Source: an optimization exercise on an open RTL-to-GDS flow (aim: small area, a short achievable clock period and few clock cycles per item). Production flows keep margins and buffers that such runs may drop.
RTL that was checked went through simulation tests only; none was proved equivalent to the original.
Only the layout flow was run in runs 7 to 9; the RTL was not checked for function there.

===== flow/run.sh =====
#!/bin/bash
# Own layout flow: the standard flow (standard.sh, ORFS) with one change:
# the port buffers are the smallest buffer cell (every port still gets one).
# The make run writes its full output to a log of its own in this folder.
set -euo pipefail
here=$(pwd)
bash standard.sh \
  "BUFFER_PORTS_ARGS=-buffer_cell sky130_fd_sc_hd__buf_1" \
  finish > "$here/flow_make.log" 2>&1

===== standard.sh =====
#!/bin/bash
# synth_recipe.tcl (not shown) runs the flow's synth.tcl, then flattens the netlist and writes it again
# the make line also repeats each setting of config.mk as NAME=value (left out here)
make -C /OpenROAD-flow-scripts/flow DESIGN_CONFIG=/design/flow/config.mk WORK_HOME=/design/flow/orfs CLKGATE_MAP_FILE= SYNTH_SCRIPT=/design/flow/synth_recipe.tcl "${@:-finish}"

===== config.mk =====
export PLATFORM = sky130hd
export DESIGN_NAME = atan
export DESIGN_NICKNAME = atan
export VERILOG_FILES = /design/flow/design.v
export SDC_FILE = /design/flow/constraint.sdc
export NUM_CORES = 4
export LEC_CHECK = 0
export ABC_AREA = 1
export CAP_MARGIN = 20
export CORE_MARGIN = 2
export CORE_UTILIZATION = 40
export SETUP_SLACK_MARGIN = 3
export SLEW_MARGIN = 20

===== constraint.sdc =====
create_clock -name core_clock -period 6.0 [get_ports {clk}]
set_input_delay 1.2000 -clock core_clock [delete_from_list [all_inputs] [get_ports {clk}]]
set_output_delay 1.2000 -clock core_clock [all_outputs]
set_load 0.01 [all_outputs]

===== design.v =====
module atan
(
    input                       clk         ,
    input                       rst_n       ,
    input                       trig        ,
    output                      vld         ,
    input       signed  [16:0]  para_in     ,
    output      signed  [11:0]  atany
);
reg         busy;
reg         vld_r;
reg  [8:1]  clr;     
reg  [18:0] x;
reg  [19:2] z;
reg  [11:1] acc;     
wire [8:0]  ct  = {clr, 1'b1};
wire [8:0]  h   = ct & ~{1'b0, ct[8:1]};      
always @(posedge clk or negedge rst_n)
    if (!rst_n) begin
        busy  <= 1'b0;
        vld_r <= 1'b0;
    end else begin
        busy  <= trig | (busy & ~clr[8]);
        vld_r <= busy & clr[8];
    end
assign vld = vld_r;
wire        s   = para_in[16];
wire [18:0] p4  = {para_in, 2'b00};
wire [18:0] y0  = s ? p4 + 19'd1024 : p4 - 19'd1024;
wire [18:0] x0  = s ? 19'd1024 - p4 : 19'd1024 + p4;
wire        d   = ~z[19];
wire [19:0] zf  = {z, 2'b00};
wire [18:0] xm  = {x[18:1] & {10'h3FF, ~clr}, 1'b0};
wire [19:0] zn  = {zf[18:0], 1'b0} + ({1'b0, xm} ^ {20{d}}) + d;
wire [18:0] za  = zf[18:0] ^ {19{zf[19]}};
wire [33:0] ze  = {15'd0, za};
reg  [18:0] ty;
integer i, j;
always @(*) begin
    ty = 19'd0;
    for (i = 0; i < 8; i = i + 1)
        for (j = 0; j < 19; j = j + 1)
            ty[j] = ty[j] | (h[i] & ze[j + 2*i + 1]);
end
wire [18:0] xn  = x + ty + !d;
wire [11:0] k2  = ({12{h[0]}} & 12'd950) | ({12{h[1]}} & 12'd502) | ({12{h[2]}} & 12'd254)
                | {4'd0, h[3], h[4], h[5], h[6], h[7], h[8], 2'd0};
wire [11:1] accn = acc + (k2[11:1] & {11{d}});
always @(posedge clk) begin
    clr <= trig ? 8'd0 : {clr[7:1], 1'b1};
    x   <= trig ? x0 : xn;
    z   <= trig ? {y0[18], y0[18:2]} : zn[19:2];
    acc <= trig ? (s ? 11'd1156 : 11'd1960) : accn;
end
wire        d9 = ~z[19];
wire [11:1] a1 = acc + 11'd1;
assign atany = {d9 ? a1 : acc, 1'b0};
endmodule

==> results of run 1 <==
## tightest hold or removal path, cell delays in order (launching register included)
cell	delay, ns
dfxtp_1	0.33
nand2_1	0.06
inv_1	0.03
## placed cells by master, fill, tap and decap left out, types with 4 or more instances in the layout
master / synthesis / final
nand4_1: 12 / 12
nand3_1: 86 / 84
nand3b_1: 13 / 13
or2_1: 8 / 8
nor3_1: 12 / 11
a21oi_1: 64 / 63
inv_2: 4 / 7
o22ai_1: 25 / 25
nor2_1: 102 / 100
o21ai_0: 62 / 62
nand2_1: 278 / 275
nor3_2: 3 / 4
clkbuf_16: 0 / 9
clkinv_2: 0 / 4
nand2_2: 5 / 7
inv_1: 124 / 120
o31ai_1: 4 / 4
xor2_1: 21 / 21
o221ai_1: 4 / 4
a21o_1: 5 / 5
buf_1: 3 / 28
or2_2: 7 / 7
buf_4: 3 / 12
ha_1: 49 / 46
dfxtp_1: 56 / 52
o21bai_1: 4 / 4
xnor2_1: 21 / 21
## sequential cells by signal, indices dropped and copies added, names as in the netlist
signal  cells
vld_r       1
acc        11
busy        1
z          18
x          19
clr         8
## layout make-up
cell class              count  area (um^2)  share of cell area
inverters                 129          502              0.0717
multi-input cells         812         4500               0.643
repair buffers             45          263              0.0376
clock inverters             5         52.6             0.00751
repair inverters            1         8.76             0.00125
flip-flops and latches     58         1180               0.169
clock buffers              11          253              0.0361
well taps                 188          235              0.0336
## routing by layer
| layer | vias to the layer above | track usage | wire length (um) |
|---|---|---|---|
| met1 | 3091 | 0.312 | 8830 |
| met3 | 54 | 0.0528 | 1090 |
| li1 | 3441 | - | - |
| met5 | - | 0 | 0 |
| met4 | 0 | 0.127 | 951 |
| met2 | 228 | 0.411 | 9250 |
## timing repair
item,4_1_cts,5_1_grt
pin swaps,2,7
buffers inserted,6,5
resized for setup,19,18
setup endpoints to repair,40,18
gates cloned,2,0
## cell families (layout without fill, tap and decap cells)
family / Yosys count / after routing / share of synthesized area
AND/OR/NAND/NOR: 535 / 535 / 0.371
AO/OA/AOI/OAI: 180 / 180 / 0.164
buffers and inverters: 151 / 191 / 0.102
flip-flops: 58 / 58 / 0.188
adder cells (fa/ha/maj): 52 / 52 / 0.108
XOR/XNOR: 44 / 44 / 0.0661
other: 1 / 1 / 0.000602
## through the flow
| stage | util |
|---|---|
| final | 0.460 |
| after global routing | 0.460 |
| after CTS | 0.453 |
| after detailed placement | 0.424 |
| after global placement | 0.424 |
| after floorplan | - |
## final timing paths
| path | start | end | slack [ns] | depth (start not counted) |
|---|---|---|---|---|
| worst max-delay path | z[19] | x[15] | 3.12 | 17 |
| worst min-delay path | clr[8] | vld_r | 0.46 | 2 |
| worst max register to register | z[19] | x[15] | 3.12 | 17 |
| worst min register to register | clr[8] | vld_r | 0.46 | 2 |
| max in group asynchronous | rst_n | busy | 5.25 | 1 |
| min in group asynchronous | rst_n | vld_r | 0.63 | 1 |
==> impl_metrics.env, run 1 <==
export IMPL_grt_usage=0.251
export IMPL_setup_tns_final_ns=0
export IMPL_ys_ff_latch=58
export IMPL_grt_pass1_wl_mm=32.3
export IMPL_synth_area_mm2=0.00623
export IMPL_grt_overflow=0
export IMPL_cap_violations=0
export IMPL_n_antenna_cell=0
export IMPL_die_y_um=129
export IMPL_avgSynthCellArea_um2=6.10
export IMPL_area_growth_syn_to_layout_pct=12.3
export IMPL_ant_nets=0
export IMPL_setup_slack_ns=3.12
export IMPL_viasPerCell=5.46
export IMPL_crit_fanout=6
export IMPL_firstDrtPassIters=4
export IMPL_hold_violations=0
export IMPL_cpMaxStageDelayCell="ha_1"
export IMPL_drt_iter0_drc=409
export IMPL_cts_sinks=58
export IMPL_worstPathRequired_ns=6.23
export IMPL_postCtsHoldBufs=0
export IMPL_synth_edff_count=0
export IMPL_fillers=1659
export IMPL_critPathKind="register to register"
export IMPL_rows=45
export IMPL_dieArea_mm2=0.0166
export IMPL_synth_cell_type_count=51
export IMPL_initial_core_util=0.410
export IMPL_preCtsSetupSlack_ns=2.54
export IMPL_stdcell_area_mm2=0.00699
export IMPL_ioPinCount=33
export IMPL_min_period_ns=2.88
export IMPL_synth_nets=1093
export IMPL_crit_family="simple AND/OR/NAND/NOR gates"
export IMPL_wirelength_mm=20.1
export IMPL_whs_ns=0.455
export IMPL_numCtsBuffers=9
export IMPL_place_gp_congestion=0.958
export IMPL_fp_coreArea_mm2=0.0152
export IMPL_die_width_um=129
export IMPL_fin_cells=1249
export IMPL_ys_top_cells_by_count="nand2_1, inv_1, nor2_1"
export IMPL_via_count=6814
export IMPL_rsz0062_at_grt="yes"
export IMPL_yosys_most_used_dff="dfxtp_1"
export IMPL_antenna_found_initial=0
export IMPL_synth_cells=1021
export IMPL_fmax_mhz=347
export IMPL_worstPathCellList="buf_4, buf_4, or2_2, nand2_4, inv_1, nand2_1, o21ai_1, a21oi_1, o21ai_0, ha_1, nand2_1, o21ai_0, a21oi_1, nand2_1, nand2_1, nand3_1, nand2_1"
export IMPL_hold_path_class="register to register"
export IMPL_grt_start_max_net_pins=38
export IMPL_crit_path_frequent_cell="nand2_1"
export IMPL_htreeDepth=3
export IMPL_async_flop_share=0.0345
export IMPL_wl_per_cell_um=16.1
export IMPL_clk_latency_ns=0.34
export IMPL_hpwlAfterDp_mm=15.9
export IMPL_postPlaceCellArea_mm2=0.00644
export IMPL_startpoint_type="register"
export IMPL_yosys_area_top_type="dfxtp_1"
export IMPL_slowest_delay_ns=0.39
export IMPL_ys_top_cells_by_area="dfxtp_1, nand2_1, ha_1, inv_1, nand3_1"
export IMPL_crit_buf_inv=3
export IMPL_drc=0
export IMPL_slew_headroom=0.498
export IMPL_arrival_ns=3.12
export IMPL_netlist_area_leader_share=0.180
export IMPL_clock_skew_ns=0.00877
export IMPL_period_share=0.481
export IMPL_drive_gt1_frac=0.0801
export IMPL_synth_seq_area_share=0.188
export IMPL_finalMaxSlewViolations=0
export IMPL_nNetsFinal=1128
export IMPL_run_status="complete, no violations"
export IMPL_post_synth_top_count_cell="nand2_1"
export IMPL_cts_root_buf="clkbuf_16"
export IMPL_place_port_buffers=31
export IMPL_finalSetupViolations=0
export IMPL_yosys_warnings=1
export IMPL_worstMarginPinSlew_ns=0.754
export IMPL_grt_pass1_vias=6345
export IMPL_worstSetupEndpointType="register"
export IMPL_cts_tree="yes"
export IMPL_dp_cells=1220
export IMPL_clockBufferDepth=2
export IMPL_clk_pin_slew_ns=0.05
Testbench counts, summed over its fixed seeds: cycles 24,008, items 2,400.
==> run 2, diff against run 1 <==
--- a/config.mk
+++ b/config.mk
@@ -8,6 +8,6 @@
 export ABC_AREA = 1
 export CAP_MARGIN = 20
 export CORE_MARGIN = 2
-export CORE_UTILIZATION = 40
+export CORE_UTILIZATION = 55
 export SETUP_SLACK_MARGIN = 3
 export SLEW_MARGIN = 20
==> impl_metrics.env, run 2 <==
export IMPL_run_status="complete, no violations"
export IMPL_cts_sinks=58
export IMPL_synth_seq_area_share=0.188
export IMPL_ys_top_cells_by_count="nand2_1, inv_1, nor2_1"
export IMPL_yosys_most_used_dff="dfxtp_1"
export IMPL_finalMaxSlewViolations=0
export IMPL_startpoint_type="register"
export IMPL_grt_usage=0.334
export IMPL_post_synth_top_count_cell="nand2_1"
export IMPL_rsz0062_at_grt="yes"
export IMPL_ys_ff_latch=58
export IMPL_grt_overflow=0
export IMPL_clk_latency_ns=0.35
export IMPL_async_flop_share=0.0345
export IMPL_yosys_area_top_type="dfxtp_1"
export IMPL_yosys_warnings=1
export IMPL_area_growth_syn_to_layout_pct=12.3
export IMPL_grt_start_max_net_pins=38
export IMPL_slew_headroom=0.468
export IMPL_htreeDepth=3
export IMPL_fp_coreArea_mm2=0.0109
export IMPL_clockBufferDepth=2
export IMPL_arrival_ns=1.73
export IMPL_drive_gt1_frac=0.0848
export IMPL_finalSetupViolations=0
export IMPL_postCtsHoldBufs=0
export IMPL_largest_reg_flops=19
export IMPL_cts_root_buf="clkbuf_16"
export IMPL_rows=38
export IMPL_numCtsBuffers=9
export IMPL_synth_cell_type_count=51
export IMPL_netlist_area_leader_share=0.180
export IMPL_period_share=0.488
export IMPL_die_width_um=110
export IMPL_synth_nets=1093
export IMPL_synth_edff_count=0
export IMPL_drc=0
export IMPL_place_gp_congestion=0.993
export IMPL_cap_violations=0
export IMPL_ant_nets=0
export IMPL_ioPinCount=33
export IMPL_n_antenna_cell=0
export IMPL_grt_pass1_wl_mm=30.9
export IMPL_synth_area_mm2=0.00623
export IMPL_fillers=1084
export IMPL_drt_iter0_drc=535
export IMPL_ys_top_cells_by_area="dfxtp_1, nand2_1, ha_1, inv_1, nand3_1"
export IMPL_die_y_um=110
export IMPL_rrSetupSlack_ns=3.13
export IMPL_viasPerCell=5.65
export IMPL_nNetsFinal=1128
export IMPL_fmax_mhz=342
export IMPL_worstSetupEndpointType="primary output"
export IMPL_wl_per_cell_um=16.4
export IMPL_register_area_mm2=0.00119
export IMPL_hold_violations=0
export IMPL_hpwlAfterDp_mm=15.3
export IMPL_critPathKind="register to primary output"
export IMPL_whs_ns=0.484
export IMPL_max_flop_register="x"
export IMPL_top_regs="x: 19 flops, z: 18 flops, acc: 11 flops"
export IMPL_firstDrtPassIters=5
export IMPL_dieArea_mm2=0.0122
export IMPL_via_count=6780
export IMPL_worstPathRequired_ns=4.80
export IMPL_worstMarginPinSlew_ns=0.798
export IMPL_initial_core_util=0.569
export IMPL_hold_path_class="register to register"
export IMPL_avgSynthCellArea_um2=6.10
export IMPL_min_period_ns=2.93
export IMPL_clock_skew_ns=0.00740
export IMPL_cts_tree="yes"
export IMPL_place_port_buffers=31
export IMPL_final_cell_mix="nand2_1, inv_1, nor2_1"
export IMPL_synth_cells=1021
export IMPL_crit_fanout=20
export IMPL_wirelength_mm=19.6
export IMPL_antenna_found_initial=0
export IMPL_grt_pass1_vias=6088
export IMPL_final_common_cell="nand2_1"
export IMPL_multi_input_area_mm2=0.00454
export IMPL_setup_tns_final_ns=0
export IMPL_clk_pin_slew_ns=0.06
[run 2: cell types whose count changed in the layout (fill, tap and decap cells not counted), sizes merged]
cell    previous run  this run
clkinv             4         3
inv              129       127
clkbuf            11        14
bufbuf             1         0
bufinv             1         2
[run 2: stage by stage]
stage               instance area (um^2)  utilization  std cells  setup slack, ns
floorplan                           6230            -       1021             3.36
global placement                    6380        0.583       1171             2.48
detailed placement                  6380        0.583       1171             2.40
CTS                                 6810        0.622       1193             2.96
global route                        6990        0.639       1201             2.91
finish                              6990        0.639       1201             3.07
[run 2: worst max-delay path, stage by stage, from the launching register on]
cell	delay, ns
dfxtp_4	0.40
clkinv_8	0.12
nand4_1	0.17
nor3_2	0.27
nand3_1	0.11
xor2_1	0.14
clkbuf_2	0.15
[run 2: metal layers]
layer  part of all wire  track usage  up-vias
li1                   -            -     3439
met1               0.43        0.424     2992
met2               0.44        0.532      279
met3              0.076       0.0800       70
met4              0.051        0.159        0
met5                  0            0        -
[run 2: cells by family (layout without fill, tap and decap cells)]
group | after synthesis | in the layout | share of synthesized area
AO/OA/AOI/OAI | 180 | 180 | 0.164
XOR/XNOR | 44 | 44 | 0.0661
adder cells (fa/ha/maj) | 52 | 52 | 0.108
buffers and inverters | 151 | 191 | 0.102
flip-flops | 58 | 58 | 0.188
other | 1 | 1 | 0.000602
AND/OR/NAND/NOR | 535 | 535 | 0.371
[run 2: path summary, 6_finish.rpt]
path	start	end	depth (start not counted)
worst max register to register	z[19]	x[18]	18
worst min register to register	busy	busy	2
worst min-delay path	busy	busy	2
worst max-delay path	z[19]	atany[11]	6
min in group asynchronous	rst_n	vld_r	1
max in group asynchronous	rst_n	busy	1
[run 2: cell type report]
type	instances	area share
clock inverters	4	0.0104
inverters	129	0.0712
well taps	140	0.0251
repair buffers	46	0.0362
clock buffers	12	0.0381
multi-input cells	812	0.649
flip-flops and latches	58	0.170
[run 2: what timing repair did]
item | CTS | global route
endpoints found under the setup margin | 48 | 19
pin swaps | 0 | 8
resized for setup | 11 | 35
buffers inserted | 6 | 8
==> run 3, diff against run 2 <==
--- a/config.mk
+++ b/config.mk
@@ -8,6 +8,7 @@
 export ABC_AREA = 1
 export CAP_MARGIN = 20
 export CORE_MARGIN = 2
-export CORE_UTILIZATION = 55
+export CORE_UTILIZATION = 45
+export CTS_BUF_LIST = sky130_fd_sc_hd__clkbuf_8
 export SETUP_SLACK_MARGIN = 3
 export SLEW_MARGIN = 20
==> impl_metrics.env, run 3 <==
export IMPL_run_status="complete, no violations"
export IMPL_via_count=6808
export IMPL_ys_top_cells_by_area="dfxtp_1, nand2_1, ha_1, inv_1, nand3_1"
export IMPL_async_flop_share=0.0345
export IMPL_synth_nets=1093
export IMPL_grt_overflow=0
export IMPL_fmax_mhz=344
export IMPL_post_synth_top_count_cell="nand2_1"
export IMPL_arrival_ns=1.71
export IMPL_worstMarginPinSlew_ns=0.807
export IMPL_worstSetupEndpointType="primary output"
export IMPL_slowest_delay_ns=0.36
export IMPL_nNetsFinal=1127
export IMPL_largest_reg_flops=19
export IMPL_grt_start_max_net_pins=38
export IMPL_drive_gt1_frac=0.0792
export IMPL_finalSetupViolations=0
export IMPL_clockBufferDepth=2
export IMPL_final_cell_mix="nand2_1, inv_1, nor2_1"
export IMPL_netlist_area_leader_share=0.180
export IMPL_hpwlAfterDp_mm=15.5
export IMPL_r2r_end="x[16]"
export IMPL_area_growth_syn_to_layout_pct=11.2
export IMPL_avgSynthCellArea_um2=6.10
export IMPL_synth_area_mm2=0.00623
export IMPL_postCtsHoldBufs=0
export IMPL_startpoint_type="register"
export IMPL_timing_rr_start="clr[1]"
export IMPL_die_width_um=122
export IMPL_cts_sinks=58
export IMPL_synth_seq_area_share=0.188
export IMPL_min_from="clr[8]"
export IMPL_worstPathRequired_ns=4.80
export IMPL_ys_top_cells_by_count="nand2_1, inv_1, nor2_1"
export IMPL_synth_cell_type_count=51
export IMPL_rows=42
export IMPL_n_antenna_cell=0
export IMPL_hold_depth=2
export IMPL_wl_met2_mm=9.17
export IMPL_dieArea_mm2=0.0148
export IMPL_grt_pass1_vias=6217
export IMPL_clk_pin_slew_ns=0.08
export IMPL_firstDrtPassIters=6
export IMPL_min_to="vld_r"
export IMPL_fin_cells=1236
export IMPL_clock_skew_ns=0.0141
export IMPL_die_y_um=122
export IMPL_rsz0062_at_grt="yes"
export IMPL_wirelength_mm=19.9
export IMPL_fillers=1429
export IMPL_grt_usage=0.276
export IMPL_setup_tns_final_ns=0
export IMPL_dp_cells=1207
export IMPL_max_flop_register="x"
export IMPL_fp_coreArea_mm2=0.0134
export IMPL_top_regs="x: 19 flops, z: 18 flops, acc: 11 flops"
export IMPL_worst_r2r_path_depth=17
export IMPL_cpMaxStageDelayCell="dfxtp_4"
export IMPL_grt_pass1_wl_mm=31.9
export IMPL_htreeDepth=3
export IMPL_yosys_most_used_dff="dfxtp_1"
export IMPL_met3_length_mm=1.17
export IMPL_multi_input_area_mm2=0.00452
export IMPL_cap_violations=0
export IMPL_yosys_area_top_type="dfxtp_1"
export IMPL_cts_tree="yes"
export IMPL_slew_headroom=0.462
export IMPL_crit_family="simple AND/OR/NAND/NOR gates"
export IMPL_period_share=0.485
export IMPL_worstPathCellList="buf_12, inv_8, nand4_1, nor3_2, nand3_1, xor2_1, buf_2"
export IMPL_place_port_buffers=31
export IMPL_hold_path_class="register to register"
export IMPL_crit_fanout=10
export IMPL_synth_edff_count=0
export IMPL_drc=0
export IMPL_wl_met1_mm=8.79
export IMPL_ant_nets=0
export IMPL_wl_per_cell_um=16.1
export IMPL_viasPerCell=5.51
export IMPL_crit_buf_inv=3
export IMPL_numCtsBuffers=9
export IMPL_place_gp_congestion=0.980
export IMPL_critPathKind="register to primary output"
export IMPL_min_period_ns=2.91
export IMPL_path_depth=7
export IMPL_ys_ff_latch=58
export IMPL_register_area_mm2=0.00118
export IMPL_drt_iter0_drc=507
export IMPL_hold_violations=0
export IMPL_initial_core_util=0.465
export IMPL_antenna_found_initial=0
export IMPL_yosys_warnings=1
export IMPL_final_common_cell="nand2_1"
export IMPL_top_layer_used="met4"
export IMPL_finalMaxSlewViolations=0
export IMPL_synth_cells=1021
export IMPL_rrSetupSlack_ns=3.17
export IMPL_clk_latency_ns=0.37
export IMPL_ioPinCount=33
export IMPL_cts_root_buf="clkbuf_8"
run 3: logic make-up (layout without fill, tap and decap cells):
family | after synthesis | in the layout | synth area share
and+or+nand+nor | 535 | 535 | 0.371
AOI/OAI and AO/OA | 180 | 180 | 0.164
buffers and inverters | 151 | 190 | 0.102
DFF | 58 | 58 | 0.188
adders and majority gates | 52 | 52 | 0.108
xor gates and xnor gates | 44 | 44 | 0.0661
other | 1 | 1 | 0.000602
run 3: worst max-delay path by stage:
stage / from / end / slack [ns]
6_report: z[19] / atany[11] / 3.09
2_1_floorplan: z[19] / x[16] / 3.36
4_1_cts: acc[1] / atany[11] / 3.00
3_3_place_gp: z[19] / x[16] / 2.49
5_1_grt: z[19] / x[13] / 2.99
3_5_place_dp: z[19] / x[16] / 2.40
run 3: metrics by stage:
step	utilization	hold WS, ns	cell area, um^2	setup WS, ns
finish	0.517	0.450	6930	3.09
global route	0.517	0.496	6930	2.99
CTS	0.507	0.451	6800	3.00
detailed placement	0.479	0.441	6420	2.40
global placement	0.479	0.432	6420	2.49
floorplan	-	0.411	6230	3.36
run 3: repair_timing:
| item | 4_1_cts | 5_1_grt |
|---|---|---|
| cloned | 1 | 0 |
| buffers inserted | 7 | 5 |
| gates resized for setup | 15 | 23 |
| pin swaps | 1 | 9 |
| endpoints found under the setup margin | 41 | 23 |
run 3: area by class of cell:
type                    count  share of cell area
clock buffers               9              0.0179
clock inverters             7              0.0181
inverters                 129              0.0719
multi-input cells         812               0.652
flip-flops and latches     58               0.171
well taps                 176              0.0318
repair buffers             44              0.0365
repair inverters            1            0.000903
run 3: per-layer routing:
| layer | up-vias | GRT usage |
|---|---|---|
| met1 | 3079 | 0.360 |
| met3 | 46 | 0.0346 |
| met5 | - | 0 |
| met2 | 242 | 0.461 |
| met4 | 0 | 0.111 |
| li1 | 3441 | - |
run 3: worst register-to-register path: stages (launching register included):
cell	delay, ns
dfxtp_4	0.48
inv_2	0.13
nor2_4	0.24
nand2_1	0.11
o2111ai_2	0.11
nor3_2	0.07
fa_1	0.41
fa_1	0.39
inv_2	0.09
nand3_1	0.09
nand3_2	0.10
nand3_1	0.09
nand2_2	0.10
nand3_1	0.09
nand2_1	0.07
nand2_1	0.04
nand3_1	0.07
nand2_1	0.05
==> run 4, diff against run 3 <==
--- a/config.mk
+++ b/config.mk
@@ -8,7 +8,7 @@
 export ABC_AREA = 1
 export CAP_MARGIN = 20
 export CORE_MARGIN = 2
-export CORE_UTILIZATION = 45
+export CORE_UTILIZATION = 50
 export CTS_BUF_LIST = sky130_fd_sc_hd__clkbuf_8
 export SETUP_SLACK_MARGIN = 3
 export SLEW_MARGIN = 20
==> impl_metrics.env, run 4 <==
export IMPL_initial_core_util=0.516
export IMPL_top_regs="x: 19 flops, z: 18 flops, acc: 11 flops"
export IMPL_via_count=6743
export IMPL_dieArea_mm2=0.0134
export IMPL_crit_fanout=5
export IMPL_grt_pass1_wl_mm=31.2
export IMPL_grt_pass1_vias=6044
export IMPL_gr_usage_met2=0.487
export IMPL_place_gp_congestion=0.969
export IMPL_finalMaxSlewViolations=0
export IMPL_drc=0
export IMPL_viasPerCell=5.49
export IMPL_drive_gt1_frac=0.0755
export IMPL_place_port_buffers=31
export IMPL_yosys_area_top_type="dfxtp_1"
export IMPL_numCtsBuffers=9
export IMPL_synth_cells=1021
export IMPL_hold_violations=0
export IMPL_whs_ns=0.464
export IMPL_area_growth_syn_to_layout_pct=10.7
export IMPL_slowest_delay_ns=0.37
export IMPL_synth_nets=1093
export IMPL_worstMarginPinSlew_ns=0.737
export IMPL_min_period_ns=2.88
export IMPL_arrival_ns=1.68
export IMPL_max_flop_register="x"
export IMPL_cts_root_buf="clkbuf_8"
export IMPL_top_usage_layer="met2"
export IMPL_postCtsHoldBufs=0
export IMPL_finalSetupViolations=0
export IMPL_yosys_most_used_dff="dfxtp_1"
export IMPL_netlist_area_leader_share=0.180
export IMPL_clk_latency_ns=0.37
export IMPL_worstSetupEndpointType="primary output"
export IMPL_final_cell_mix="nand2_1, inv_1, nor2_1"
export IMPL_fmax_mhz=347
export IMPL_ys_top_cells_by_area="dfxtp_1, nand2_1, ha_1, inv_1, nand3_1"
export IMPL_clk_pin_slew_ns=0.07
export IMPL_cts_tree="yes"
export IMPL_avgSynthCellArea_um2=6.10
export IMPL_clock_skew_ns=0.0115
export IMPL_die_y_um=116
export IMPL_ant_nets=0
export IMPL_setup_tns_final_ns=0
export IMPL_grt_usage=0.303
export IMPL_n_antenna_cell=0
export IMPL_run_status="complete, no violations"
export IMPL_synth_seq_area_share=0.188
export IMPL_nNetsFinal=1127
export IMPL_ys_ff_latch=58
export IMPL_wirelength_mm=19.8
export IMPL_grtUsageMet3=0.0429
export IMPL_htreeDepth=3
export IMPL_hold_path_class="register to register"
export IMPL_async_flop_share=0.0345
export IMPL_crit_family="simple AND/OR/NAND/NOR gates"
export IMPL_wl_per_cell_um=16.1
export IMPL_largest_reg_flops=19
export IMPL_cts_sinks=58
export IMPL_post_synth_top_count_cell="nand2_1"
export IMPL_worstPathCellList="ha_1, nand4_1, nor3_2, nand3_1, xor2_1, clkbuf_2"
export IMPL_hpwlAfterDp_mm=15.7
export IMPL_synth_edff_count=0
export IMPL_slew_headroom=0.505
export IMPL_period_share=0.481
export IMPL_rows=40
export IMPL_synth_cell_type_count=51
export IMPL_drt_iter0_drc=574
export IMPL_synth_area_mm2=0.00623
export IMPL_crit_buf_inv=1
export IMPL_firstDrtPassIters=5
export IMPL_dp_cells=1200
export IMPL_final_common_cell="nand2_1"
export IMPL_ys_top_cells_by_count="nand2_1, inv_1, nor2_1"
export IMPL_rsz0062_at_grt="yes"
export IMPL_yosys_warnings=1
export IMPL_die_width_um=116
export IMPL_cpMaxStageDelayCell="dfxtp_4"
export IMPL_fin_cells=1228
export IMPL_startpoint_type="register"
export IMPL_cap_violations=0
export IMPL_ioPinCount=33
export IMPL_worstPathRequired_ns=4.80
export IMPL_grtUsageMet1=0.402
export IMPL_critPathKind="register to primary output"
export IMPL_grt_start_max_net_pins=37
export IMPL_antenna_found_initial=0
export IMPL_clockBufferDepth=2
export IMPL_fillers=1286
export IMPL_fp_coreArea_mm2=0.0121
export IMPL_grt_overflow=0
run 4: per-stage QoR:
step | utilization | worst slack (ns) | instance area [um^2]
4_1_cts | 0.561 | 2.99 | 6770
5_1_grt | 0.571 | 2.99 | 6890
3_3_place_gp | 0.532 | 2.49 | 6420
3_5_place_dp | 0.532 | 2.42 | 6420
6_report | 0.571 | 3.12 | 6890
2_1_floorplan | - | 3.36 | 6230
run 4: what timing repair did:
action / in CTS / in global routing
endpoints found under the setup margin: 38 / 16
cloned: 0 / 0
setup buffers: 6 / 6
gates resized for setup: 12 / 20
pin swaps: 1 / 10
run 4: cell families after synthesis:
kind of cell | synth area share
simple gates | 0.371
xor+xnor | 0.0661
fa+ha+maj | 0.108
flops | 0.188
buf+inv | 0.102
compound gates | 0.164
other cells | 0.000602
run 4: worst paths after layout:
path | startpoint | slack, ns | end | cells after the start
min in group asynchronous | rst_n | 0.60 | busy | 1
max reg2reg | z[19] | 3.13 | x[16] | 17
max | acc[1] | 3.12 | atany[11] | 6
min | clr[8] | 0.46 | vld_r | 2
min reg2reg | clr[8] | 0.46 | vld_r | 2
max in group asynchronous | rst_n | 5.27 | vld_r | 1
run 4: final cells by class:
type / count / area (um^2) / area share
multi-input cells: 812 / 4490 / 0.651
flip-flops and latches: 58 / 1180 / 0.172
inverters: 129 / 497 / 0.0721
repair buffers: 45 / 260 / 0.0378
well taps: 168 / 210 / 0.0305
clock buffers: 11 / 151 / 0.0220
clock inverters: 5 / 100 / 0.0145
run 4: routing by layer:
| layer | wire (um) | share of wire |
|---|---|---|
| met4 | 823 | 0.042 |
| met3 | 1070 | 0.054 |
| met1 | 9010 | 0.46 |
| met5 | 0 | 0 |
| met2 | 8860 | 0.45 |
run 4: worst reg2reg max path: stages (launching register included):
cell       delay [ns]
dfxtp_4          0.45
buf_4            0.18
xor2_1           0.22
nand2_1          0.08
o2111ai_1        0.14
nor3_2           0.08
fa_1             0.42
fa_1             0.39
inv_2            0.10
nand3_1          0.07
nand3_1          0.12
nand3_1          0.10
nand2_2          0.11
nand3_1          0.09
nand2_1          0.07
nand2_1          0.05
nand3_1          0.06
nand2_1          0.05
==> run 5, diff against run 4 <==
--- a/config.mk
+++ b/config.mk
@@ -9,6 +9,6 @@
 export CAP_MARGIN = 20
 export CORE_MARGIN = 2
 export CORE_UTILIZATION = 50
-export CTS_BUF_LIST = sky130_fd_sc_hd__clkbuf_8
+export CTS_BUF_LIST = sky130_fd_sc_hd__clkbuf_4 sky130_fd_sc_hd__clkbuf_8
 export SETUP_SLACK_MARGIN = 3
 export SLEW_MARGIN = 20
==> impl_metrics.env, run 5 <==
export IMPL_postCtsHoldBufs=0
export IMPL_clock_skew_ns=0.0115
export IMPL_grt_pass1_wl_mm=31.2
export IMPL_clk_latency_ns=0.37
export IMPL_cap_violations=0
export IMPL_viasPerCell=5.49
export IMPL_top_regs="x: 19 flops, z: 18 flops, acc: 11 flops"
export IMPL_clockBufferDepth=2
export IMPL_clk_pin_slew_ns=0.07
export IMPL_min_period_ns=2.88
export IMPL_synth_nets=1093
export IMPL_yosys_area_top_type="dfxtp_1"
export IMPL_ioPinCount=33
export IMPL_rrSetupSlack_ns=3.13
export IMPL_run_status="complete, no violations"
export IMPL_worstPathRequired_ns=4.80
export IMPL_final_util=0.571
export IMPL_r2r_end="x[16]"
export IMPL_via_count=6743
export IMPL_fmax_mhz=347
export IMPL_nNetsFinal=1127
export IMPL_postPlaceCellArea_mm2=0.00642
export IMPL_ys_top_cells_by_count="nand2_1, inv_1, nor2_1"
export IMPL_cts_root_buf="clkbuf_8"
export IMPL_crit_fanout=5
export IMPL_post_synth_top_count_cell="nand2_1"
export IMPL_grt_usage=0.303
export IMPL_cts_sinks=58
export IMPL_crit_buf_inv=1
export IMPL_synth_cell_type_count=51
export IMPL_setup_tns_final_ns=0
export IMPL_synth_seq_area_share=0.188
export IMPL_netlist_area_leader_share=0.180
export IMPL_slew_headroom=0.505
export IMPL_min_from="clr[8]"
export IMPL_arrival_ns=1.68
export IMPL_synth_cells=1021
export IMPL_worstPathCellList="ha_1, nand4_1, nor3_2, nand3_1, xor2_1, clkbuf_2"
export IMPL_finalSetupViolations=0
export IMPL_n_antenna_cell=0
export IMPL_dieArea_mm2=0.0134
export IMPL_firstDrtPassIters=5
export IMPL_synth_area_mm2=0.00623
export IMPL_htreeDepth=3
export IMPL_worst_r2r_path_depth=17
export IMPL_slowest_delay_ns=0.37
export IMPL_cts_tree="yes"
export IMPL_grt_start_max_net_pins=37
export IMPL_timing_rr_start="z[19]"
export IMPL_rsz0062_at_grt="yes"
export IMPL_die_y_um=116
export IMPL_ant_nets=0
export IMPL_finalMaxSlewViolations=0
export IMPL_numCtsBuffers=9
export IMPL_area_growth_syn_to_layout_pct=10.7
export IMPL_worstSetupEndpointType="primary output"
export IMPL_die_width_um=116
export IMPL_period_share=0.481
export IMPL_initial_core_util=0.516
export IMPL_final_cell_mix="nand2_1, inv_1, nor2_1"
export IMPL_fp_coreArea_mm2=0.0121
export IMPL_hpwlAfterDp_mm=15.7
export IMPL_ys_ff_latch=58
export IMPL_wirelength_mm=19.8
export IMPL_preCtsSetupSlack_ns=2.42
export IMPL_synth_edff_count=0
export IMPL_critPathKind="register to primary output"
export IMPL_max_flop_register="x"
export IMPL_drc=0
export IMPL_place_port_buffers=31
export IMPL_hold_depth=2
export IMPL_antenna_found_initial=0
export IMPL_cpMaxStageDelayCell="dfxtp_4"
export IMPL_rows=40
export IMPL_place_gp_congestion=0.969
export IMPL_worstMarginPinSlew_ns=0.737
export IMPL_stdcell_area_mm2=0.00689
export IMPL_final_common_cell="nand2_1"
export IMPL_avgSynthCellArea_um2=6.10
export IMPL_grt_pass1_vias=6044
export IMPL_drive_gt1_frac=0.0755
export IMPL_drt_iter0_drc=574
export IMPL_crit_family="simple AND/OR/NAND/NOR gates"
export IMPL_setup_slack_ns=3.12
export IMPL_min_to="vld_r"
export IMPL_grt_overflow=0
export IMPL_async_flop_share=0.0345
export IMPL_hold_violations=0
export IMPL_yosys_most_used_dff="dfxtp_1"
export IMPL_yosys_warnings=1
export IMPL_startpoint_type="register"
export IMPL_hold_path_class="register to register"
export IMPL_ys_top_cells_by_area="dfxtp_1, nand2_1, ha_1, inv_1, nand3_1"
export IMPL_largest_reg_flops=19
export IMPL_wl_per_cell_um=16.1
[run 5: per-stage QoR]
step | hold WS [ns] | std cells
finish | 0.464 | 1228
floorplan | 0.411 | 1021
CTS | 0.477 | 1222
detailed placement | 0.460 | 1200
global placement | 0.461 | 1200
global route | 0.491 | 1228
[run 5: cells by family (layout without fill, tap and decap cells)]
logic type | after synthesis | in the layout | synth area share
xor+xnor | 44 | 44 | 0.0661
other cells | 1 | 1 | 0.000602
buf+inv | 151 | 190 | 0.102
compound gates | 180 | 180 | 0.164
simple gates | 535 | 535 | 0.371
fa+ha+maj | 52 | 52 | 0.108
flops | 58 | 58 | 0.188
[run 5: layer usage]
layer / vias to the layer above / GRT usage / part of all wire
met5: - / 0 / 0
li1: 3447 / - / -
met1: 3003 / 0.402 / 0.46
met2: 243 / 0.487 / 0.45
met3: 50 / 0.0429 / 0.054
met4: 0 / 0.143 / 0.042
[run 5: repair_timing]
action                                  CTS  global route
gates resized for setup                  12            20
pin swaps                                 1            10
endpoints found under the setup margin   38            16
buffers inserted                          6             6
[run 5: final cells by class]
class | instances | area, um^2
Clock inverter | 5 | 100
Sequential cell | 58 | 1180
Fill cell | 1286 | 5170
Multi-Input combinational cell | 812 | 4490
Tap cell | 168 | 210
Clock buffer | 11 | 151
Inverter | 129 | 497
Timing Repair Buffer | 45 | 260
[run 5: how the worst max path moves through the flow]
stage / start / to / cells after the start
floorplan: z[19] / x[16] / 20
global placement: z[19] / x[16] / 15
detailed placement: z[19] / x[16] / 15
CTS: acc[1] / atany[11] / 6
global route: z[19] / x[17] / 16
finish: acc[1] / atany[11] / 6
[run 5: worst reg2reg max path, cell delays in order, from the launching register on]
cell and delay (ns):
dfxtp_4 0.45, buf_4 0.18, xor2_1 0.22, nand2_1 0.08, o2111ai_1 0.14, nor3_2 0.08, fa_1 0.42, fa_1 0.39
inv_2 0.10, nand3_1 0.07, nand3_1 0.12, nand3_1 0.10, nand2_2 0.11, nand3_1 0.09, nand2_1 0.07, nand2_1 0.05
nand3_1 0.06, nand2_1 0.05
==> run 6, diff against run 5 <==
--- a/config.mk
+++ b/config.mk
@@ -8,7 +8,6 @@
 export ABC_AREA = 1
 export CAP_MARGIN = 20
 export CORE_MARGIN = 2
-export CORE_UTILIZATION = 50
-export CTS_BUF_LIST = sky130_fd_sc_hd__clkbuf_4 sky130_fd_sc_hd__clkbuf_8
-export SETUP_SLACK_MARGIN = 3
+export CORE_UTILIZATION = 40
+export SETUP_SLACK_MARGIN = 3.2
 export SLEW_MARGIN = 20
==> impl_metrics.env, run 6 <==
export IMPL_wl_per_cell_um=16.3
export IMPL_crit_family="buffers and inverters"
export IMPL_hold_violations=0
export IMPL_fp_coreArea_mm2=0.0152
export IMPL_fmax_mhz=344
export IMPL_max_flop_register="x"
export IMPL_grt_usage=0.256
export IMPL_synth_seq_area_share=0.188
export IMPL_yosys_area_top_type="dfxtp_1"
export IMPL_post_synth_top_count_cell="nand2_1"
export IMPL_stdcell_area_mm2=0.00749
export IMPL_whs_ns=0.455
export IMPL_rows=45
export IMPL_synth_nets=1093
export IMPL_postPlaceCellArea_mm2=0.00644
export IMPL_drc=0
export IMPL_synth_cell_type_count=51
export IMPL_cap_violations=0
export IMPL_numCtsBuffers=9
export IMPL_grt_pass1_vias=6431
export IMPL_synth_area_mm2=0.00623
export IMPL_die_y_um=129
export IMPL_nNetsFinal=1156
export IMPL_clockBufferDepth=2
export IMPL_ys_top_cells_by_count="nand2_1, inv_1, nor2_1"
export IMPL_top_regs="x: 19 flops, z: 18 flops, acc: 11 flops"
export IMPL_grt_overflow=0
export IMPL_area_growth_syn_to_layout_pct=20.4
export IMPL_finalSetupViolations=0
export IMPL_setup_tns_final_ns=0
export IMPL_synth_compound_area_frac=0.164
export IMPL_worstSetupEndpointType="primary output"
export IMPL_dp_cells=1220
export IMPL_die_width_um=129
export IMPL_clk_latency_ns=0.34
export IMPL_yosys_warnings=1
export IMPL_run_status="complete, no violations"
export IMPL_register_area_mm2=0.00119
export IMPL_drt_iter0_drc=390
export IMPL_crit_fanout=6
export IMPL_n_antenna_cell=0
export IMPL_cts_root_buf="clkbuf_16"
export IMPL_critPathKind="register to primary output"
export IMPL_period_share=0.484
export IMPL_clk_pin_slew_ns=0.05
export IMPL_worstPathCellList="buf_12, inv_16, nand4_1, nor3_2, buf_4, xor2_1, buf_2"
export IMPL_startpoint_type="register"
export IMPL_firstDrtPassIters=5
export IMPL_rsz0062_at_grt="yes"
export IMPL_fillers=1606
export IMPL_cts_sinks=58
export IMPL_dieArea_mm2=0.0166
export IMPL_final_common_cell="nand2_1"
export IMPL_synthSimpleGateAreaFrac=0.371
export IMPL_synth_top_family_by_area="simple AND/OR/NAND/NOR gates"
export IMPL_multi_input_area_mm2=0.00475
export IMPL_hpwlAfterDp_mm=15.9
export IMPL_wirelength_mm=20.8
export IMPL_arrival_ns=1.71
export IMPL_grt_start_max_net_pins=38
export IMPL_preCtsSetupSlack_ns=2.54
export IMPL_clock_skew_ns=0.00918
export IMPL_slowest_delay_ns=0.37
export IMPL_viasPerCell=5.46
export IMPL_cts_tree="yes"
export IMPL_synthMuxAreaShare=0
export IMPL_worst_r2r_path_depth=14
export IMPL_ioPinCount=33
export IMPL_via_count=6970
export IMPL_crit_buf_inv=4
export IMPL_worstPathRequired_ns=4.80
export IMPL_setup_slack_ns=3.09
export IMPL_ant_nets=0
export IMPL_fin_cells=1277
export IMPL_finalMaxSlewViolations=0
export IMPL_netlist_area_leader_share=0.180
export IMPL_grt_pass1_wl_mm=32.8
export IMPL_initial_core_util=0.410
export IMPL_avgSynthCellArea_um2=6.10
export IMPL_cpMaxStageDelayCell="dfxtp_4"
export IMPL_ys_ff_latch=58
export IMPL_synth_edff_count=0
export IMPL_path_depth=7
export IMPL_hold_depth=2
export IMPL_largest_reg_flops=19
export IMPL_async_flop_share=0.0345
export IMPL_yosys_most_used_dff="dfxtp_1"
export IMPL_htreeDepth=3
export IMPL_synth_xor_area_share=0.0661
export IMPL_synth_cells=1021
export IMPL_drive_gt1_frac=0.151
export IMPL_antenna_found_initial=0
export IMPL_final_cell_mix="nand2_1, inv_1, nor2_1"
export IMPL_min_period_ns=2.91
export IMPL_place_gp_congestion=0.958
export IMPL_place_port_buffers=31
export IMPL_synthAdderAreaFrac=0.108
export IMPL_ys_top_cells_by_area="dfxtp_1, nand2_1, ha_1, inv_1, nand3_1"
export IMPL_hold_path_class="register to register"
[run 6: cell counts after synthesis]
No cell type changed its count.
[run 6: cell type report]
| type | count | share of cell area |
|---|---|---|
| timing repair inverter | 1 | 0.00117 |
| clock inverter | 5 | 0.00701 |
| sequential | 58 | 0.158 |
| multi-input combinational | 812 | 0.633 |
| timing repair buffer | 73 | 0.0678 |
| clock buffer | 11 | 0.0337 |
| tap | 188 | 0.0314 |
| inverter | 129 | 0.0673 |
[run 6: what timing repair did]
action | 4_1_cts | 5_1_grt
resized for setup | 53 | 56
cloned | 2 | 1
endpoints found under the setup margin | 50 | 26
pin swaps | 16 | 35
buffers inserted | 20 | 18
hold buffers | 0 | 0
[run 6: cells by family (layout without fill, tap and decap cells)]
| kind of cell | count (synthesis) | count (layout) |
|---|---|---|
| XOR/XNOR | 44 | 44 |
| adder cells (fa/ha/maj) | 52 | 52 |
| AND/OR/NAND/NOR | 535 | 535 |
| other | 1 | 1 |
| buffers and inverters | 151 | 219 |
| AO/OA/AOI/OAI | 180 | 180 |
| flip-flops | 58 | 58 |
[run 6: through the flow]
step                 util
detailed placement  0.424
global placement    0.424
global route        0.493
finish              0.493
floorplan               -
CTS                 0.469
[run 6: routing by layer]
metal  track usage  routed length (um)
met2         0.420                9600
met4         0.150                1240
met5             0                   0
met3        0.0428                1140
met1         0.315                8830
[run 6: worst register-to-register path, stage by stage (launching register included)]
cell and delay (ns):
dfxtp_4 0.37, buf_4 0.16, buf_4 0.16, xnor2_4 0.25
o22ai_1 0.13, a21oi_1 0.13, o221ai_1 0.17, ha_1 0.40
a21oi_2 0.23, nand2_1 0.07, nand3b_1 0.28, nand2_1 0.16
nand3b_1 0.09, nand3_1 0.09, nand2_1 0.05
[run 6: worst paths after layout]
kind | start | endpoint | slack [ns]
setup / recovery | z[19] | atany[9] | 3.09
hold / removal | clr[8] | vld_r | 0.46
setup reg to reg | z[19] | x[13] | 3.18
hold reg to reg | clr[8] | vld_r | 0.46
max in group asynchronous | rst_n | busy | 5.24
min in group asynchronous | rst_n | vld_r | 0.63
==> run 7, diff against run 6 <==
--- a/design.v
+++ b/design.v
@@ -28,7 +28,7 @@
 wire [18:0] p4  = {para_in, 2'b00};
 wire [18:0] y0  = s ? p4 + 19'd1024 : p4 - 19'd1024;
 wire [18:0] x0  = s ? 19'd1024 - p4 : 19'd1024 + p4;
-wire        d   = ~z[19];
+reg         d;
 wire [19:0] zf  = {z, 2'b00};
 wire [18:0] xm  = {x[18:1] & {10'h3FF, ~clr}, 1'b0};
 wire [19:0] zn  = {zf[18:0], 1'b0} + ({1'b0, xm} ^ {20{d}}) + d;
@@ -50,9 +50,10 @@
     clr <= trig ? 8'd0 : {clr[7:1], 1'b1};
     x   <= trig ? x0 : xn;
     z   <= trig ? {y0[18], y0[18:2]} : zn[19:2];
+    d   <= trig ? ~y0[18] : ~zn[19];
     acc <= trig ? (s ? 11'd1156 : 11'd1960) : accn;
 end
-wire        d9 = ~z[19];
+wire        d9 = d;
 wire [11:1] a1 = acc + 11'd1;
 assign atany = {d9 ? a1 : acc, 1'b0};
 endmodule
--- a/config.mk
+++ b/config.mk
@@ -9,5 +9,5 @@
 export CAP_MARGIN = 20
 export CORE_MARGIN = 2
 export CORE_UTILIZATION = 40
-export SETUP_SLACK_MARGIN = 3.2
+export SETUP_SLACK_MARGIN = 3
 export SLEW_MARGIN = 20
==> impl_metrics.env, run 7 <==
export IMPL_ys_top_cells_by_area="dfxtp_1, nand2_1, ha_1, inv_1, nand3_1"
export IMPL_area_growth_syn_to_layout_pct=13.3
export IMPL_fmax_mhz=347
export IMPL_firstDrtPassIters=6
export IMPL_grt_overflow=0
export IMPL_largest_reg_flops=19
export IMPL_drc=0
export IMPL_yosys_most_used_dff="dfxtp_1"
export IMPL_yosys_area_top_type="dfxtp_1"
export IMPL_slowest_delay_ns=0.35
export IMPL_crit_fanout=10
export IMPL_yosys_warnings=1
export IMPL_startpoint_type="register"
export IMPL_rsz0062_at_grt="no"
export IMPL_place_port_buffers=31
export IMPL_async_flop_share=0.0339
export IMPL_die_y_um=131
export IMPL_setup_tns_final_ns=0
export IMPL_clk_latency_ns=0.34
export IMPL_synth_area_mm2=0.00643
export IMPL_dieArea_mm2=0.0171
export IMPL_synth_cells=1057
export IMPL_ioPinCount=33
export IMPL_max_flop_register="x"
export IMPL_gr_usage_met2=0.420
export IMPL_critPathKind="register to primary output"
export IMPL_drt_iter0_drc=530
export IMPL_final_cell_mix="nand2_1, inv_1, nor2_1"
export IMPL_drive_gt1_frac=0.109
export IMPL_grt_pass1_wl_mm=33.3
export IMPL_postCtsHoldBufs=0
export IMPL_top_regs="x: 19 flops, z: 18 flops, acc: 11 flops"
export IMPL_grtUsageMet3=0.0252
export IMPL_rrSetupSlack_ns=3.20
export IMPL_hold_violations=0
export IMPL_ys_ff_latch=59
export IMPL_die_width_um=131
export IMPL_ant_nets=0
export IMPL_initial_core_util=0.407
export IMPL_finalMaxSlewViolations=0
export IMPL_cpMaxStageDelayCell="dfxtp_4"
export IMPL_min_period_ns=2.89
export IMPL_ys_top_cells_by_count="nand2_1, inv_1, nor2_1"
export IMPL_worstPathRequired_ns=4.80
export IMPL_slew_headroom=0.316
export IMPL_wirelength_mm=21.2
export IMPL_cts_root_buf="clkbuf_16"
export IMPL_post_synth_top_count_cell="nand2_1"
export IMPL_crit_family="buffers and inverters"
export IMPL_netlist_area_leader_share=0.178
export IMPL_viasPerCell=5.22
export IMPL_hold_path_class="register to register"
export IMPL_synth_seq_area_share=0.185
export IMPL_cap_violations=0
export IMPL_synth_edff_count=0
export IMPL_synth_nets=1129
export IMPL_arrival_ns=1.69
export IMPL_run_status="complete, no violations"
export IMPL_worstSetupEndpointType="primary output"
export IMPL_antenna_found_initial=0
export IMPL_hpwlAfterDp_mm=16.7
export IMPL_worstMarginPinSlew_ns=1.03
export IMPL_cts_tree="yes"
export IMPL_clockBufferDepth=2
export IMPL_crit_buf_inv=5
export IMPL_grtUsageMet1=0.354
export IMPL_grt_usage=0.255
export IMPL_avgSynthCellArea_um2=6.08
export IMPL_grt_pass1_vias=6215
export IMPL_finalSetupViolations=0
export IMPL_period_share=0.481
export IMPL_n_antenna_cell=0
export IMPL_final_util=0.462
export IMPL_htreeDepth=3
export IMPL_nNetsFinal=1164
export IMPL_top_usage_layer="met2"
export IMPL_worstPathCellList="buf_12, inv_6, nor2_4, nand2_2, nor3b_2, buf_4, xnor2_1, inv_1, clkbuf_2"
export IMPL_clk_pin_slew_ns=0.06
export IMPL_clock_skew_ns=0.00843
export IMPL_place_gp_congestion=0.939
export IMPL_wl_per_cell_um=16.2
export IMPL_rows=46
export IMPL_grt_start_max_net_pins=53
export IMPL_final_common_cell="nand2_1"
export IMPL_numCtsBuffers=9
export IMPL_cts_sinks=59
export IMPL_via_count=6855
export IMPL_synth_cell_type_count=54
export IMPL_fp_coreArea_mm2=0.0158
[run 7: final timing paths]
check                             from  endpoint  depth (start not counted)
worst max-delay path                 d  atany[8]                          9
worst min-delay path            clr[8]     vld_r                          2
worst max register to register   z[19]      x[8]                         15
worst min register to register  clr[8]     vld_r                          2
max in group asynchronous        rst_n     vld_r                          1
min in group asynchronous        rst_n      busy                          1
[run 7: cell families (layout without fill, tap and decap cells)]
group,after synthesis,after routing,synth area share
flops,59,59,0.185
simple gates,551,551,0.380
compound gates,173,173,0.157
other cells,1,1,0.000584
xor+xnor,43,43,0.0586
fa+ha+maj,52,52,0.105
buf+inv,178,218,0.114
[run 7: routing by layer]
layer / wire length, um / vias to the layer above / share of wire
met5: 0 / - / 0
met4: 434 / 0 / 0.020
met3: 957 / 25 / 0.045
met2: 9910 / 203 / 0.47
met1: 9930 / 3108 / 0.47
li1: - / 3519 / -
[run 7: metrics by stage]
| step | hold WS, ns | setup WS [ns] | cells | instance area, um^2 |
|---|---|---|---|---|
| 2_1_floorplan | 0.411 | 3.53 | 1057 | 6430 |
| 3_3_place_gp | 0.460 | 2.71 | 1282 | 6680 |
| 3_5_place_dp | 0.467 | 2.67 | 1282 | 6680 |
| 4_1_cts | 0.469 | 2.99 | 1302 | 7060 |
| 5_1_grt | 0.480 | 2.99 | 1313 | 7280 |
| 6_report | 0.461 | 3.11 | 1313 | 7280 |
[run 7: layout make-up]
cell class,instances,area [um^2]
clock buffers,12,256
well taps,216,270
repair buffers,48,304
inverters,154,583
flip-flops and latches,59,1210
fillers,1744,8490
clock inverters,4,48.8
multi-input cells,820,4610
[run 7: worst min-delay path, cell delays in order, from the launching register on]
cell and delay, ns:
dfxtp_1 0.34, nand2_1 0.07, inv_1 0.03
[run 7: what timing repair did]
action	in CTS	in global routing
setup buffers	3	11
resized for setup	10	30
gates cloned	1	0
hold endpoints to repair	0	0
setup endpoints to repair	19	16
pin swaps	1	11
==> run 8, diff against run 7 <==
--- a/config.mk
+++ b/config.mk
@@ -8,6 +8,6 @@
 export ABC_AREA = 1
 export CAP_MARGIN = 20
 export CORE_MARGIN = 2
-export CORE_UTILIZATION = 40
+export CORE_UTILIZATION = 50
 export SETUP_SLACK_MARGIN = 3
 export SLEW_MARGIN = 20
==> impl_metrics.env, run 8 <==
export IMPL_worst_r2r_path_depth=15
export IMPL_top_regs="x: 19 flops, z: 18 flops, acc: 11 flops"
export IMPL_hold_path_class="register to register"
export IMPL_ys_top_cells_by_count="nand2_1, inv_1, nor2_1"
export IMPL_yosys_most_used_dff="dfxtp_1"
export IMPL_startpoint_type="register"
export IMPL_n_antenna_cell=0
export IMPL_hold_violations=0
export IMPL_clock_skew_ns=0.00829
export IMPL_largest_reg_flops=19
export IMPL_min_to="clr[8]"
export IMPL_fin_cells=1260
export IMPL_viasPerCell=5.45
export IMPL_final_common_cell="nand2_1"
export IMPL_cts_sinks=59
export IMPL_avgSynthCellArea_um2=6.08
export IMPL_slowest_delay_ns=0.39
export IMPL_dieArea_mm2=0.0138
export IMPL_arrival_ns=1.71
export IMPL_via_count=6865
export IMPL_period_share=0.485
export IMPL_drive_gt1_frac=0.106
export IMPL_finalSetupViolations=0
export IMPL_ant_nets=0
export IMPL_wirelength_mm=20.8
export IMPL_synth_nets=1129
export IMPL_grt_overflow=0
export IMPL_htreeDepth=3
export IMPL_worstSetupEndpointType="primary output"
export IMPL_worstMarginPinSlew_ns=1.00
export IMPL_die_width_um=117
export IMPL_place_gp_congestion=0.947
export IMPL_cpMaxStageDelayCell="dfxtp_4"
export IMPL_synth_seq_area_share=0.185
export IMPL_rrSetupSlack_ns=3.20
export IMPL_max_flop_register="x"
export IMPL_clockBufferDepth=2
export IMPL_dp_cells=1238
export IMPL_rsz0062_at_grt="no"
export IMPL_finalMaxSlewViolations=0
export IMPL_grt_start_max_net_pins=53
export IMPL_synth_cells=1057
export IMPL_slew_headroom=0.332
export IMPL_grt_pass1_vias=6244
export IMPL_cts_root_buf="clkbuf_16"
export IMPL_area_growth_syn_to_layout_pct=10.8
export IMPL_numCtsBuffers=9
export IMPL_drc=0
export IMPL_final_cell_mix="nand2_1, inv_1, nor2_1"
export IMPL_clk_pin_slew_ns=0.06
export IMPL_place_port_buffers=31
export IMPL_min_from="clr[7]"
export IMPL_r2r_end="x[8]"
export IMPL_hold_depth=2
export IMPL_post_synth_top_count_cell="nand2_1"
export IMPL_ys_ff_latch=59
export IMPL_grt_pass1_wl_mm=33.0
export IMPL_fp_coreArea_mm2=0.0126
export IMPL_min_period_ns=2.91
export IMPL_async_flop_share=0.0339
export IMPL_clk_latency_ns=0.35
export IMPL_firstDrtPassIters=6
export IMPL_crit_fanout=10
export IMPL_wl_per_cell_um=16.5
export IMPL_yosys_area_top_type="dfxtp_1"
export IMPL_cts_tree="yes"
export IMPL_fmax_mhz=344
export IMPL_critPathKind="register to primary output"
export IMPL_die_y_um=117
export IMPL_run_status="complete, no violations"
export IMPL_netlist_area_leader_share=0.178
export IMPL_antenna_found_initial=0
export IMPL_initial_core_util=0.511
export IMPL_ys_top_cells_by_area="dfxtp_1, nand2_1, ha_1, inv_1, nand3_1"
export IMPL_synth_edff_count=0
export IMPL_setup_tns_final_ns=0
export IMPL_yosys_warnings=1
export IMPL_synth_cell_type_count=54
export IMPL_synth_area_mm2=0.00643
export IMPL_timing_rr_start="z[19]"
export IMPL_drt_iter0_drc=533
export IMPL_nNetsFinal=1155
export IMPL_hpwlAfterDp_mm=16.7
export IMPL_rows=41
export IMPL_cap_violations=0
export IMPL_worstPathCellList="inv_4, nor2_4, nand2_1, nor3b_2, nand3_1, xor2_1, buf_1"
export IMPL_worstPathRequired_ns=4.80
export IMPL_ioPinCount=33
export IMPL_grt_usage=0.304
run 8: cell counts after synthesis:
No cell type changed its count.
run 8: worst max-delay path: cells and delay by family (launching register included):
| family | cells | cell delay, ns |
|---|---|---|
| buffers and inverters | 2 | 0.25 |
| flip-flops | 1 | 0.39 |
| AND/OR/NAND/NOR | 4 | 0.57 |
| XOR/XNOR | 1 | 0.14 |
run 8: what timing repair did:
action / in CTS / in global routing
gates resized for setup: 12 / 31
endpoints found under the setup margin: 26 / 14
setup buffers: 2 / 4
hold buffers: 0 / 0
pin swaps: 1 / 13
run 8: logic make-up after synthesis:
logic type      share of synthesized area
compound gates                      0.157
simple gates                        0.380
fa+ha+maj                           0.105
xor+xnor                           0.0586
other cells                      0.000584
buf+inv                             0.114
flops                               0.185
run 8: worst max-delay path by stage:
stage                     startpoint   endpoint  slack (ns)  depth (start not counted)
after global routing          acc[1]  atany[10]        3.00                          7
after CTS                     acc[1]  atany[11]        3.02                          7
after global placement        clr[1]       x[8]        2.65                         15
after floorplan               acc[1]  atany[11]        3.53                          6
after detailed placement       z[19]       x[8]        2.67                         15
final                              d  atany[10]        3.09                          7
run 8: cell type report:
class | instances | area, um^2
sequential | 59 | 1210
tap | 172 | 215
clock buffer | 9 | 225
clock inverter | 7 | 68.8
multi-input combinational | 820 | 4640
timing repair buffer | 39 | 181
inverter | 154 | 581
fill | 1329 | 5450
run 8: layer usage:
metal  track usage  vias up  routed length, um
met5             0        -                  0
met4         0.113        0                609
met3        0.0525       49               1200
met2         0.492      224               9540
met1         0.407     3081               9490
li1              -     3511                  -
run 8: metrics by stage:
| step | hold WS (ns) | util | area (um^2) | setup slack (ns) |
|---|---|---|---|---|
| final | 0.474 | 0.566 | 7120 | 3.09 |
| after global routing | 0.495 | 0.566 | 7120 | 3.00 |
| after CTS | 0.472 | 0.554 | 6960 | 3.02 |
| after detailed placement | 0.464 | 0.527 | 6620 | 2.67 |
| after global placement | 0.459 | 0.527 | 6620 | 2.65 |
| after floorplan | 0.411 | - | 6430 | 3.53 |
==> run 9, diff against run 8 <==
--- a/design.v
+++ b/design.v
@@ -25,10 +25,11 @@
     end
 assign vld = vld_r;
 wire        s   = para_in[16];
-wire [18:0] p4  = {para_in, 2'b00};
-wire [18:0] y0  = s ? p4 + 19'd1024 : p4 - 19'd1024;
-wire [18:0] x0  = s ? 19'd1024 - p4 : 19'd1024 + p4;
-reg         d;
+wire [8:0]  yh  = para_in[16:8] + {{8{~s}}, 1'b1};
+wire [18:0] y0  = {yh, para_in[7:0], 2'b00};
+wire [16:0] xa  = (para_in ^ {17{s}}) + {8'd0, 1'b1, 7'd0, s};
+wire [18:0] x0  = {xa, 2'b00};
+wire        d   = ~z[19];
 wire [19:0] zf  = {z, 2'b00};
 wire [18:0] xm  = {x[18:1] & {10'h3FF, ~clr}, 1'b0};
 wire [19:0] zn  = {zf[18:0], 1'b0} + ({1'b0, xm} ^ {20{d}}) + d;
@@ -50,10 +51,9 @@
     clr <= trig ? 8'd0 : {clr[7:1], 1'b1};
     x   <= trig ? x0 : xn;
     z   <= trig ? {y0[18], y0[18:2]} : zn[19:2];
-    d   <= trig ? ~y0[18] : ~zn[19];
     acc <= trig ? (s ? 11'd1156 : 11'd1960) : accn;
 end
-wire        d9 = d;
+wire        d9 = ~z[19];
 wire [11:1] a1 = acc + 11'd1;
 assign atany = {d9 ? a1 : acc, 1'b0};
 endmodule
--- a/config.mk
+++ b/config.mk
@@ -9,5 +9,6 @@
 export CAP_MARGIN = 20
 export CORE_MARGIN = 2
 export CORE_UTILIZATION = 50
+export CTS_BUF_LIST = sky130_fd_sc_hd__clkbuf_8
 export SETUP_SLACK_MARGIN = 3
 export SLEW_MARGIN = 20
==> impl_metrics.env, run 9 <==
export IMPL_synth_nets=1082
export IMPL_synth_cells=1005
export IMPL_ant_nets=0
export IMPL_finalSetupViolations=0
export IMPL_wirelength_mm=19.6
export IMPL_hold_path_class="register to register"
export IMPL_clockBufferDepth=2
export IMPL_antenna_found_initial=0
export IMPL_startpoint_type="register"
export IMPL_ys_top_cells_by_count="nand2_1, inv_1, nor2_1"
export IMPL_numCtsBuffers=9
export IMPL_rsz0062_at_grt="yes"
export IMPL_path_depth=8
export IMPL_dieArea_mm2=0.0133
export IMPL_synth_seq_area_share=0.189
export IMPL_via_count=6596
export IMPL_largest_reg_flops=19
export IMPL_yosys_area_top_type="dfxtp_1"
export IMPL_register_area_mm2=0.00118
export IMPL_multi_input_area_mm2=0.00463
export IMPL_fmax_mhz=337
export IMPL_final_common_cell="nand2_1"
export IMPL_slowest_delay_ns=0.39
export IMPL_yosys_most_used_dff="dfxtp_1"
export IMPL_crit_family="simple AND/OR/NAND/NOR gates"
export IMPL_grt_start_max_net_pins=57
export IMPL_crit_start="acc[1]"
export IMPL_final_cell_mix="nand2_1, inv_1, nor2_1"
export IMPL_fillers=1238
export IMPL_netlist_area_leader_share=0.181
export IMPL_cts_root_buf="clkbuf_8"
export IMPL_die_y_um=115
export IMPL_max_flop_register="x"
export IMPL_finalMaxSlewViolations=0
export IMPL_hold_depth=2
export IMPL_whs_ns=0.466
export IMPL_place_gp_congestion=1.03
export IMPL_setup_tns_final_ns=0
export IMPL_slew_headroom=0.466
export IMPL_viasPerCell=5.40
export IMPL_clk_latency_ns=0.38
export IMPL_worstSetupEndpointType="primary output"
export IMPL_timing_rr_start="z[19]"
export IMPL_yosys_warnings=1
export IMPL_n_antenna_cell=0
export IMPL_ys_top_cells_by_area="dfxtp_1, nand2_1, ha_1, nand3_1, inv_1"
export IMPL_initial_core_util=0.514
export IMPL_cts_tree="yes"
export IMPL_period_share=0.495
export IMPL_place_port_buffers=31
export IMPL_cts_sinks=58
export IMPL_firstDrtPassIters=5
export IMPL_synth_cell_type_count=47
export IMPL_wl_per_cell_um=16.0
export IMPL_drt_iter0_drc=559
export IMPL_worstMarginPinSlew_ns=0.799
export IMPL_clk_pin_slew_ns=0.08
export IMPL_grt_usage=0.300
export IMPL_hold_violations=0
export IMPL_synth_area_mm2=0.00620
export IMPL_run_status="complete, no violations"
export IMPL_fp_coreArea_mm2=0.0121
export IMPL_grt_pass1_vias=5939
export IMPL_area_growth_syn_to_layout_pct=14.4
export IMPL_drc=0
export IMPL_cpMaxStageDelayCell="dfxtp_4"
export IMPL_rows=40
export IMPL_worstPathRequired_ns=4.80
export IMPL_drive_gt1_frac=0.108
run 9: metrics by stage:
step	setup WS [ns]	std cells
2_1_floorplan	3.26	1005
3_3_place_gp	2.48	1183
3_5_place_dp	2.50	1183
4_1_cts	2.91	1209
5_1_grt	2.92	1221
6_report	3.03	1221
run 9: worst paths after layout:
check                       endpoint  slack (ns)
min in group asynchronous      vld_r        0.60
setup / recovery           atany[11]        3.03
hold reg to reg                vld_r        0.47
setup reg to reg                x[9]        3.15
max in group asynchronous       busy        5.28
hold / removal                 vld_r        0.47
run 9: repair_timing:
action                                  in CTS  in global routing
endpoints found under the setup margin      35                 20
pin swaps                                    6                  8
gates resized for setup                     20                 36
hold buffers                                 0                  0
setup buffers                               10                 11
gates cloned                                 0                  1
run 9: metal layers:
layer | GRT usage | routed length [um] | up-vias
met2 | 0.504 | 9200 | 194
met4 | 0.117 | 676 | 0
li1 | - | - | 3396
met5 | 0 | 0 | -
met1 | 0.387 | 8710 | 2958
met3 | 0.0432 | 978 | 48
run 9: layout make-up:
cell class | instances | area share
Clock buffer | 9 | 0.0175
Clock inverter | 7 | 0.0199
Inverter | 110 | 0.0600
Multi-Input combinational cell | 814 | 0.653
Sequential cell | 58 | 0.167
Tap cell | 168 | 0.0296
Timing Repair Buffer | 55 | 0.0533
run 9: worst register-to-register path: stages, from the launching register on:
cell       delay (ns)
dfxtp_4          0.40
buf_12           0.15
or2_2            0.30
nand2_2          0.15
o22ai_1          0.12
a21oi_2          0.15
o2111ai_1        0.15
ha_1             0.39
nand2_2          0.12
inv_1            0.04
nand2_1          0.05
nand2_1          0.04
nand3b_1         0.24
or2_2            0.32
nand3_1          0.07
nand2_1          0.06
run 9: logic make-up (layout without fill, tap and decap cells):
| kind of cell | count (synthesis) | count (layout) | synth area share |
|---|---|---|---|
| other cells | 1 | 1 | 0.000605 |
| fa+ha+maj | 57 | 57 | 0.120 |
| compound gates | 160 | 160 | 0.147 |
| xor+xnor | 57 | 57 | 0.0841 |
| buf+inv | 133 | 181 | 0.0878 |
| simple gates | 539 | 539 | 0.372 |
| flops | 58 | 58 | 0.189 |

==> re-timing with driven ports <==
How much do the figures lean on ideal ports? The routed layouts below were timed once more, with nothing changed but the port constraints.
Step 1, drivers: a clkbuf_16 drives clk and a buf_2 each remaining input, both assumed.
Step 2, shift: input delay + t, output delay - t, t = (earliest + latest rising clock arrival at the registers) / 2. This alone moves slack from input paths to output paths.
Slacks: ideal / step 1 / step 2; pairs: ideal / step 1.
run | t (ns) | setup slack, ns | worst hold slack (ns) | worst setup path after step 2 | latest minus earliest clock arrival (ns)
run 1 | 0.381 | 3.115 / 3.078 / 2.761 | 0.455 / 0.455 / 0.455 | input to register | 0.008 / 0.009
run 2 | 0.380 | 3.075 / 3.037 / 2.823 | 0.484 / 0.484 / 0.484 | input to register | 0.007 / 0.007
run 3 | 0.403 | 3.092 / 3.052 / 2.781 | 0.450 / 0.450 / 0.450 | input to register | 0.015 / 0.015
run 4 | 0.406 | 3.115 / 3.077 / 2.955 | 0.464 / 0.464 / 0.464 | input to register | 0.012 / 0.012
run 5 | 0.406 | 3.115 / 3.077 / 2.955 | 0.464 / 0.464 / 0.464 | input to register | 0.012 / 0.012
run 6 | 0.384 | 3.093 / 3.047 / 2.946 | 0.455 / 0.455 / 0.455 | input to register | 0.009 / 0.009
run 7 | 0.377 | 3.114 / 3.078 / 2.957 | 0.461 / 0.461 / 0.461 | input to register | 0.009 / 0.008
run 8 | 0.386 | 3.090 / 3.049 / 2.949 | 0.474 / 0.474 / 0.474 | input to register | 0.008 / 0.009
run 9 | 0.404 | 3.030 / 2.991 / 2.733 | 0.466 / 0.466 / 0.466 | input to register | 0.018 / 0.019
After both steps every run listed still meets setup and hold. For run 1, which loses most, drivers alone change the setup slack by -0.037 ns; drivers and shift together by -0.354 ns.
